Context: an optimization exercise on an open-source flow, tuned for small area and a short achievable clock period. The choices shown serve that exercise and are no tape-out recipe. The RTL was checked by simulation tests, not by an equivalence proof against the original design. Power is estimated from default activity; no workload was simulated.

==> run B <==
==> flow/design.v <==
module adder (input  logic [63:0] g0, p0,
              output logic [63:0] s);
	logic [63:0] ng1, np1, g2, p2, ng3, np3, g4, p4, ng5, np5, g6, p6;
	pfx_inv  #(1)  l1 (.g(g0),  .p(p0),  .ng(ng1), .np(np1));
	pfx_true #(2)  l2 (.ng(ng1), .np(np1), .g(g2),  .p(p2));
	pfx_inv  #(4)  l3 (.g(g2),  .p(p2),  .ng(ng3), .np(np3));
	pfx_true #(8)  l4 (.ng(ng3), .np(np3), .g(g4),  .p(p4));
	pfx_inv  #(16) l5 (.g(g4),  .p(p4),  .ng(ng5), .np(np5));
	pfx_true #(32) l6 (.ng(ng5), .np(np5), .g(g6),  .p(p6));
	assign s = p0 ^ {g6[62:0], 1'b0};
endmodule
module pfx_inv #(parameter D = 1)
	(input  logic [63:0] g, p,
	 output logic [63:0] ng, np);
	genvar i;
	generate
		for (i = 0; i < 64; i++) begin : b
			if (i >= D) begin : c
				assign ng[i] = ~(g[i] | (p[i] & g[i-D]));
				assign np[i] = ~(p[i] & p[i-D]);
			end else begin : t
				assign ng[i] = ~g[i];
				assign np[i] = ~p[i];
			end
		end
	endgenerate
endmodule
module pfx_true #(parameter D = 2)
	(input  logic [63:0] ng, np,
	 output logic [63:0] g, p);
	genvar i;
	generate
		for (i = 0; i < 64; i++) begin : b
			if (i >= D) begin : c
				assign g[i] = ~(ng[i] & (np[i] | ng[i-D]));
				assign p[i] = ~(np[i] | np[i-D]);
			end else begin : t
				assign g[i] = ~ng[i];
				assign p[i] = ~np[i];
			end
		end
	endgenerate
endmodule
module incr (input  logic [63:2] a,
             output logic [63:2] y);
	logic [63:0] z, p0, ng1, np1, g2, p2, ng3, np3, g4, p4, ng5, np5, g6, p6;
	assign z  = 64'b0;
	assign p0 = {2'b0, a};
	pfx_inv  #(1)  l1 (.g(z),   .p(p0),  .ng(ng1), .np(np1));
	pfx_true #(2)  l2 (.ng(ng1), .np(np1), .g(g2),  .p(p2));
	pfx_inv  #(4)  l3 (.g(g2),  .p(p2),  .ng(ng3), .np(np3));
	pfx_true #(8)  l4 (.ng(ng3), .np(np3), .g(g4),  .p(p4));
	pfx_inv  #(16) l5 (.g(g4),  .p(p4),  .ng(ng5), .np(np5));
	pfx_true #(32) l6 (.ng(ng5), .np(np5), .g(g6),  .p(p6));
	assign y = a ^ {p6[60:0], 1'b1};
endmodule
module flopr #(parameter N = 64)
	(input  logic clk, reset,
	 input  logic [N-1:0] d,
	 output logic [N-1:0] q);
	always_ff @(posedge clk, posedge reset)
		if (reset) q <= '0;
		else       q <= d;
endmodule
module regfile (input  logic        clk, we3,
                input  logic [31:0] sel1,
                input  logic [30:0] sel2,
                input  logic [63:0] ext1,
                input  logic [4:0]  wa3,
                input  logic [63:0] wd3,
                output logic [63:0] rd1, rd2);
	logic [63:0] regs [31];
	logic [10:0][63:0] x1, x2;
	genvar k;
	generate
		for (k = 0; k < 10; k++) begin : grp
			aoi222 p1 (.s0(sel1[3*k]), .s1(sel1[3*k+1]), .s2(sel1[3*k+2]),
			           .d0(regs[3*k]), .d1(regs[3*k+1]), .d2(regs[3*k+2]), .y(x1[k]));
			aoi222 p2 (.s0(sel2[3*k]), .s1(sel2[3*k+1]), .s2(sel2[3*k+2]),
			           .d0(regs[3*k]), .d1(regs[3*k+1]), .d2(regs[3*k+2]), .y(x2[k]));
		end
	endgenerate
	aoi22 p1_last (.s0(sel1[30]), .s1(sel1[31]), .d0(regs[30]), .d1(ext1), .y(x1[10]));
	nand_sel p2_last (.s0(sel2[30]), .d0(regs[30]), .y(x2[10]));
	nand11 o1 (.x(x1), .y(rd1));
	nand11 o2 (.x(x2), .y(rd2));
	always_ff @(posedge clk)
		if (we3) regs[wa3] <= wd3;
endmodule
module aoi222 (input  logic s0, s1, s2,
               input  logic [63:0] d0, d1, d2,
               output logic [63:0] y);
	assign y = ~(({64{s0}} & d0) | ({64{s1}} & d1) | ({64{s2}} & d2));
endmodule
module aoi22 (input  logic s0, s1,
              input  logic [63:0] d0, d1,
              output logic [63:0] y);
	assign y = ~(({64{s0}} & d0) | ({64{s1}} & d1));
endmodule
module nand_sel (input  logic s0,
                 input  logic [63:0] d0,
                 output logic [63:0] y);
	assign y = ~({64{s0}} & d0);
endmodule
module nand11 (input  logic [10:0][63:0] x,
               output logic [63:0] y);
	always_comb begin
		y = 64'b0;
		for (int i = 0; i < 11; i++) y = y | ~x[i];
	end
endmodule
module processor_arm #(parameter N = 64)
	(input  logic CLOCK_50, reset,
	 output logic [N-1:0] IM_addr,
	 input  logic [31:0] IM_readData,
	 output logic [N-1:0] DM_writeData, DM_addr,
	 output logic DM_writeEnable, DM_readEnable,
	 input  logic [N-1:0] DM_readData);
	logic clk;
	assign clk = CLOCK_50;
	logic [63:2] pc;
	logic [31:0] ins;
	logic [10:0] op;
	assign ins = IM_readData;
	assign op  = ins[31:21];
	logic [63:2] pc_o, pc_next;
	assign IM_addr = {pc_o, 2'b00};
	logic [4:0] ra1, ra2;
	assign ra1 = ins[9:5];
	assign ra2 = ins[28] ? ins[4:0] : ins[20:16];
	logic dADD, dSUB, dAND, dORR, dLD, dST, dCBZ;
	assign dADD = (op == 11'b10001011000);
	assign dSUB = (op == 11'b11001011000);
	assign dAND = (op == 11'b10001010000);
	assign dORR = (op == 11'b10101010000);
	assign dLD  = (op == 11'b11111000010);
	assign dST  = (op == 11'b11111000000);
	assign dCBZ = (op[10:3] == 8'b10110100);
	logic [63:2] f_pc;
	logic [31:0] f_s1;
	logic [30:0] f_s2;
	logic [4:0]  f_rd;
	logic [18:0] f_off;
	logic        f_sub, f_and, f_orr, f_immD;
	logic        f_ld, f_st, f_cbz, f_rw;
	always_ff @(posedge clk) begin
		f_pc  <= pc;
		for (int i = 0; i < 31; i++) begin
			f_s1[i] <= ~dCBZ & (ra1 == i[4:0]);
			f_s2[i] <= (ra2 == i[4:0]);
		end
		f_s1[31] <= dCBZ;
		f_rd  <= ins[4:0];
		f_off <= ins[23:5];
		f_sub <= dSUB;
		f_and <= dAND;
		f_orr <= dORR;
		f_immD <= dLD | dST;
	end
	always_ff @(posedge clk, posedge reset)
		if (reset) begin
			f_ld <= 1'b0; f_st <= 1'b0; f_cbz <= 1'b0; f_rw <= 1'b0;
		end else begin
			f_ld  <= dLD;
			f_st  <= dST;
			f_cbz <= dCBZ;
			f_rw  <= (dADD | dSUB | dAND | dORR | dLD) & (ins[4:0] != 5'd31);
		end
	logic [63:0] rd1, rd2;
	logic        m_rw, m_ld;
	logic [4:0]  m_rd;
	logic [63:0] m_res, wd;
	regfile registers (.clk(clk), .we3(m_rw), .sel1(f_s1), .sel2(f_s2),
	                   .ext1({f_pc, 2'b00}), .wa3(m_rd), .wd3(wd), .rd1(rd1), .rd2(rd2));
	logic [63:0] bop;
	always_comb begin
		if (f_immD)     bop = {{55{f_off[15]}}, f_off[15:7]};
		else if (f_cbz) bop = {{43{f_off[18]}}, f_off, 2'b00};
		else            bop = rd2 ^ {64{f_sub}};
	end
	logic [63:0] ga, pa;
	assign ga = rd1 & bop;
	assign pa = rd1 ^ bop;
	logic [63:0] e_g, e_p, e_sd;
	logic [4:0]  e_rd;
	logic        e_and, e_orr;
	logic        e_ld, e_st, e_cbz, e_rw;
	always_ff @(posedge clk) begin
		e_g    <= {ga[63:1], ga[0] | (pa[0] & f_sub)};
		e_p    <= {pa[63:1], pa[0] ^ f_sub};
		e_sd   <= rd2;
		e_rd   <= f_rd;
		e_and  <= f_and;
		e_orr  <= f_orr;
	end
	always_ff @(posedge clk, posedge reset)
		if (reset) begin
			e_ld <= 1'b0; e_st <= 1'b0; e_cbz <= 1'b0; e_rw <= 1'b0;
		end else begin
			e_ld  <= f_ld;
			e_st  <= f_st;
			e_cbz <= f_cbz;
			e_rw  <= f_rw;
		end
	logic [63:0] sum, res;
	logic        zero;
	adder alu_add (.g0(e_g), .p0(e_p), .s(sum));
	assign res  = e_and ? e_g : e_orr ? (e_g | e_p) : sum;
	assign zero = (e_sd == 64'b0);
	logic [63:0] m_sd;
	logic        m_st, m_taken, m_ldsel;
	always_ff @(posedge clk) begin
		m_res <= res;
		m_ldsel <= e_ld;     
		m_sd  <= e_sd;
		m_rd  <= e_rd;
	end
	always_ff @(posedge clk, posedge reset)
		if (reset) begin
			m_ld <= 1'b0; m_st <= 1'b0; m_taken <= 1'b0; m_rw <= 1'b0;
		end else begin
			m_ld    <= e_ld;
			m_st    <= e_st;
			m_taken <= e_cbz & zero;
			m_rw    <= e_rw;
		end
	assign DM_addr        = m_res;
	assign DM_writeData   = m_sd;
	assign DM_writeEnable = m_st;
	assign DM_readEnable  = m_ld;
	assign wd = m_ldsel ? DM_readData : m_res;
	logic [63:2] pc_inc;
	incr pc_add (.a(pc), .y(pc_inc));
	assign pc_next = m_taken ? m_res[63:2] : pc_inc;
	always_ff @(posedge clk, posedge reset)
		if (reset) pc <= 62'b0;
		else       pc <= pc_next;
	flopr #(62) pc_out (.clk(clk), .reset(reset), .d(pc_next), .q(pc_o));
endmodule
==> flow/flow/run.sh <==
#!/bin/bash
# Layout flow: the standard ORFS flow (standard synthesis unchanged), with
# the I/O port buffers made with buf_4 instead of the default pick and with
# cell sizing not restricted to the same footprint. Each tool's output goes
# to its own log file in this folder (ORFS keeps per-step logs in orfs/logs).
set -euo pipefail
export BUFFER_PORTS_ARGS="-buffer_cell sky130_fd_sc_hd__buf_4"
bash standard.sh synth > synth.log 2>&1
bash standard.sh MATCH_CELL_FOOTPRINT=0 finish > layout.log 2>&1
==> flow/standard.sh <==
#!/bin/bash
# synth_recipe.tcl (not shown) runs the flow's synth.tcl, then flattens the netlist and writes it again
# the make line also repeats each setting of config.mk as NAME=value (left out here)
make -C /OpenROAD-flow-scripts/flow DESIGN_CONFIG=/design/flow/config.mk WORK_HOME=/design/flow/orfs CLKGATE_MAP_FILE= SYNTH_SCRIPT=/design/flow/synth_recipe.tcl "${@:-finish}"
==> flow/config.mk <==
export PLATFORM = sky130hd
export DESIGN_NAME = processor_arm
export DESIGN_NICKNAME = processor_arm
export VERILOG_FILES = /design/flow/design.v
export SDC_FILE = /design/flow/constraint.sdc
export NUM_CORES = 4
export LEC_CHECK = 0
export CAP_MARGIN = 20
export CORE_MARGIN = 2
export CORE_UTILIZATION = 40
export CTS_CLUSTER_DIAMETER = 150
export CTS_CLUSTER_SIZE = 25
export SETUP_SLACK_MARGIN = 4.05
export SLEW_MARGIN = 20
export SYNTH_HIERARCHICAL = 1
==> flow/constraint.sdc <==
create_clock -name core_clock -period 7.0 [get_ports {CLOCK_50}]
set_input_delay 1.4000 -clock core_clock [delete_from_list [all_inputs] [get_ports {CLOCK_50}]]
set_output_delay 1.4000 -clock core_clock [all_outputs]
set_load 0.01 [all_outputs]
==> run M (differences from run B) <==
--- a/flow/design.v
+++ b/flow/design.v
@@ -182,4 +182,7 @@
 	assign ga = rd1 & bop;
 	assign pa = rd1 ^ bop;
+	logic g0, p0;
+	assign p0 = f_sub ? (rd1[0] ^ rd2[0]) : pa[0];
+	assign g0 = f_sub ? (rd1[0] | ~rd2[0]) : ga[0];
 	logic [63:0] e_g, e_p, e_sd;
 	logic [4:0]  e_rd;
@@ -187,6 +190,6 @@
 	logic        e_ld, e_st, e_cbz, e_rw;
 	always_ff @(posedge clk) begin
-		e_g    <= {ga[63:1], ga[0] | (pa[0] & f_sub)};
-		e_p    <= {pa[63:1], pa[0] ^ f_sub};
+		e_g    <= {ga[63:1], g0};
+		e_p    <= {pa[63:1], p0};
 		e_sd   <= rd2;
 		e_rd   <= f_rd;
CORE_UTILIZATION = 50   (was 40)
SETUP_SLACK_MARGIN = 4.2   (was 4.05)
==> run summary <==
metric	run B	run M
Run status	timing/DRC/antenna clean	timing/DRC/antenna clean
Sum of met3 wire segment lengths after detailed routing	82,670 µm	81,690 µm
Die height	515.2 µm	461.3 µm
Average vias per placed instance	7.280	7.855
Post-Syn Instances	6,921	6,924
Half-perimeter wire length of the detailed placement result	305,800 µm	296,200 µm
CTS clk-pin slew, worst paths	100 ps	110 ps
Static Leakage	37.96 nW	38.25 nW
Fraction of area in registers	0.6408	0.6403
Switching power summed over all nets	11.14 mW	10.60 mW
CP required	7500 ps	7740 ps
Area fraction of clock buffers and clock inverters	0.02995	0.02908
GR Util met1	0.4360	0.5615
Overall die width	515.2 µm	461.3 µm
Largest fanout of any net on the critical path	44	6
Met3 track utilization from global routing	0.1412	0.1494
Worst r2r path cells	3	7
Diode count	19	35
Min Hold Slack	318.8 ps	331.1 ps
Die ar.	265,400 µm²	212,800 µm²
Starting density of the core	0.4024	0.5038
GR Util met2	0.4816	0.6011
Count of multi-input combinational gates	3,612	3,614

-- re-timing with driven ports --
The results above use ideal ports. As a check the final layouts listed here were re-extracted and re-timed, cells and wires unchanged. Step 1: set_driving_cell puts a clkbuf_16 on CLOCK_50 and a buf_2 on each other input, an assumption about the parent block. Step 2 moves the port delays by t, midway between the first and last clock arrival at a register: inputs arrive t later, outputs are due t later. That takes back most of the time a late clock gives input paths. Slacks: ideal / step 1 / step 2; pairs: ideal / step 1.
run | t (ns) | setup WS [ns] | latest minus earliest clock arrival (ns) | pins driven straight from the clock port
run B | 0.964 | 3.730 / 3.730 / 3.515 | 0.063 / 0.064 | 1
run M | 0.943 | 3.931 / 3.931 / 3.931 | 0.055 / 0.055 | 1
After both steps every run listed still meets setup and hold. For run B, which loses most, drivers alone change the setup slack by 0.000 ns; drivers and shift together by -0.215 ns.
